This design comes from an exercise in tuning for small area, a short achievable clock period and few clock cycles on the open sky130 flow, not from production work.
Function was checked by simulation only, so behaviour that the tests miss may differ from the original.

Design matrix_multiplier, start of the top module:
module matrix_multiplier #(
    parameter N           = 8,
    parameter P           = 9,
    parameter M           = 10,
    parameter N_BIT_WIDTH = 3,
    parameter M_BIT_WIDTH = 4,
    parameter DATA_WIDTH  = 16,
    parameter ACCUM_WIDTH = 2*DATA_WIDTH + 1,
    parameter FIFO_SIZE   = 20
) (
    input wire clk,
    input wire rst_n,
    input wire fetch_stall,
    input wire data_stall,
    input wire pop_fifo,
    input wire start,
    input wire [P*DATA_WIDTH-1:0] mem_line,
    output wire [N_BIT_WIDTH-1:0]     n,
    output wire [M_BIT_WIDTH-1:0]     m,
    output wire fetch_row,
    output wire fetch_col,
    output wire [ACCUM_WIDTH-1:0] fifo_head,
    output wire fifo_empty,
    output wire fifo_full,
    output wire done,
    output wire err
);
Size: about 9400 cells after synthesis, ~200 I/O pins, about 0.10 mm^2 of cells after synthesis.
Settings: LEC_CHECK=0, ABC_AREA=1, CAP_MARGIN=20, CORE_MARGIN=2, CORE_UTILIZATION=40, SETUP_SLACK_MARGIN=4.0, SLEW_MARGIN=20; clock period 9.0 ns.
run.sh (not shown) runs the stock make flow with config.mk's settings and CLKGATE_MAP_FILE= SYNTH_SCRIPT=/design/flow/synth_recipe.tcl, a recipe that flattens the netlist after the stock synthesis.
Testbench counts at the start, summed over its fixed seeds: cycles 2,592.
Next try:
--- a/flow/config.mk
+++ b/flow/config.mk
@@ -12 +12 @@
-export SETUP_SLACK_MARGIN = 4.0
+export SETUP_SLACK_MARGIN = 4.5
Result: The changed run finished with timing, DRC and antenna clean; synthesized area is unchanged; utilization grows by 2.6 points; non-clock buffer count grows by 398; via count climbs by 3.4%; hold slack is about the same; cell count rises by 3.4%; global-route usage increases by 0.64 points.
Next try:
==> flow/flow/run.sh (new file) <==
#!/bin/bash
# The standard layout (standard synthesis unchanged), with two changes to
# placement and repair: the port buffers are buf_4 cells instead of the
# default delay-buffer cells, and the resizer may swap a cell for any cell of
# the same function (not only one of the same footprint).
set -euo pipefail
bash standard.sh \
    "BUFFER_PORTS_ARGS=-buffer_cell sky130_fd_sc_hd__buf_4" \
    MATCH_CELL_FOOTPRINT=0 \
    finish > standard_flow.log 2>&1
==> flow/standard.sh (new file) <==
#!/bin/bash
# synth_recipe.tcl (not shown) runs the flow's synth.tcl, then flattens the netlist and writes it again
# the make line also repeats each setting of config.mk as NAME=value (left out here)
make -C /OpenROAD-flow-scripts/flow DESIGN_CONFIG=/design/flow/config.mk WORK_HOME=/design/flow/orfs CLKGATE_MAP_FILE= SYNTH_SCRIPT=/design/flow/synth_recipe.tcl "${@:-finish}"
--- a/flow/config.mk
+++ b/flow/config.mk
@@ -11 +11 @@
-export CORE_UTILIZATION = 40
+export CORE_UTILIZATION = 55
removed: flow/run.sh
Worst setup slack degrades by 6.9 ps.
Via count fell by 0.59%.
Maximum frequency is about the same.
Synthesized cell count does not change.
Global-route usage rose by 11 points.
Flip-flop and latch count does not change.
Next try:
--- a/flow/config.mk
+++ b/flow/config.mk
@@ -11 +11 @@
-export CORE_UTILIZATION = 55
+export CORE_UTILIZATION = 40
The changed run ran to the end with no violations; synthesized cell count does not change; sequential share of layout area fell by 0.52 points; utilization fell by 17 points.

* * *

Another version of the RTL of matrix_multiplier (not shown whole).
For scale: ~9400 cells after synthesis, ~1500 flip-flops, ~100000 µm² of cells after synthesis.
## matrix_multiplier
module matrix_multiplier #(
    parameter N           = 8,
    parameter P           = 9,
    parameter M           = 10,
    parameter N_BIT_WIDTH = 3,
    parameter M_BIT_WIDTH = 4,
    parameter DATA_WIDTH  = 16,
    parameter ACCUM_WIDTH = 2*DATA_WIDTH + 1,
    parameter FIFO_SIZE   = 20
) (
    input wire clk,
    input wire rst_n,
    input wire fetch_stall,
    input wire data_stall,
    input wire pop_fifo,
    input wire start,
    input wire [P*DATA_WIDTH-1:0] mem_line,
    output wire [N_BIT_WIDTH-1:0]     n,
    output wire [M_BIT_WIDTH-1:0]     m,
    output wire fetch_row,
    output wire fetch_col,
    output wire [ACCUM_WIDTH-1:0] fifo_head,
    output wire fifo_empty,
    output wire fifo_full,
    output wire done,
    output wire err
);
clock: 9.0 ns
lec_check: 0
abc_area: 1
cap_margin: 20
core_margin: 2
core_utilization: 55
setup_slack_margin: 4.5
slew_margin: 20
standard.sh (not shown) runs the stock make flow with config.mk's settings and CLKGATE_MAP_FILE= SYNTH_SCRIPT=/design/flow/synth_recipe.tcl, a recipe that flattens the netlist after the stock synthesis.
==> flow/flow/run.sh <==
#!/bin/bash
# The standard layout (standard synthesis unchanged), with two changes to
# placement and repair: the port buffers are buf_4 cells instead of the
# default delay-buffer cells, and the resizer may swap a cell for any cell of
# the same function (not only one of the same footprint).
set -euo pipefail
bash standard.sh \
    "BUFFER_PORTS_ARGS=-buffer_cell sky130_fd_sc_hd__buf_4" \
    MATCH_CELL_FOOTPRINT=0 \
    finish > standard_flow.log 2>&1
Testbench counts at the start, summed over its fixed seeds: cycles 2,592.
Change:
Settings changed: CORE_UTILIZATION 55 to 40, CTS_BUF_LIST set to sky130_fd_sc_hd__clkbuf_4 sky130_fd_sc_hd__clkbuf_8.
After rerunning:
- fmax came out higher by 1.4%
- worst setup slack is better by 0.066 ns
- synthesized area does not change
- routed wire length came out higher by 6.1%
- via count stays flat
Change:
Settings changed: CORE_UTILIZATION 40 to 55.
Cell area shrinks by a few percent. Utilization grows by 16 points. Worst hold slack improved by 0.0044 ns. Synthesized cell count stays the same. Routed wire length shrinks by a few percent. Register-to-register slack barely changes. Cell count shrinks by a little under a tenth.

## static timing again, ports no longer ideal
How much do the figures lean on ideal ports? The routed layouts below were timed once more, with nothing changed but the port constraints.
Step 1: set_driving_cell puts a clkbuf_16 on clk and a buf_2 on each other input, an assumption about the parent block.
Step 2 times the ports against the registers' clock, not the clock port: input delays grow and output delays shrink by t, the midpoint of the rising clock arrivals with the driver on.
Slacks: no drivers / after step 1 / after step 2; pairs: no drivers / after step 1.
run	shift t [ns]	setup WS [ns]	slew at the worst register clock pin (ns)
the first run of note 1	0.936	4.011 / 4.011 / 3.679	0.07 / 0.07
the second run of note 1	0.969	4.451 / 4.451 / 3.638	0.08 / 0.08
the third run of note 1	0.950	4.444 / 4.444 / 4.108	0.08 / 0.08
the fourth run of note 1	0.944	4.463 / 4.463 / 4.463	0.08 / 0.08
the first run of note 2	0.934	4.307 / 4.307 / 4.065	0.08 / 0.08
the second run of note 2	1.141	4.373 / 4.373 / 4.190	0.07 / 0.07
the third run of note 2	1.115	4.385 / 4.385 / 3.985	0.09 / 0.09
After both steps every run listed still meets setup and hold. The setup slack of the second run of note 1, which loses most, moves by 0.000 ns with the drivers and by -0.813 ns with both steps.
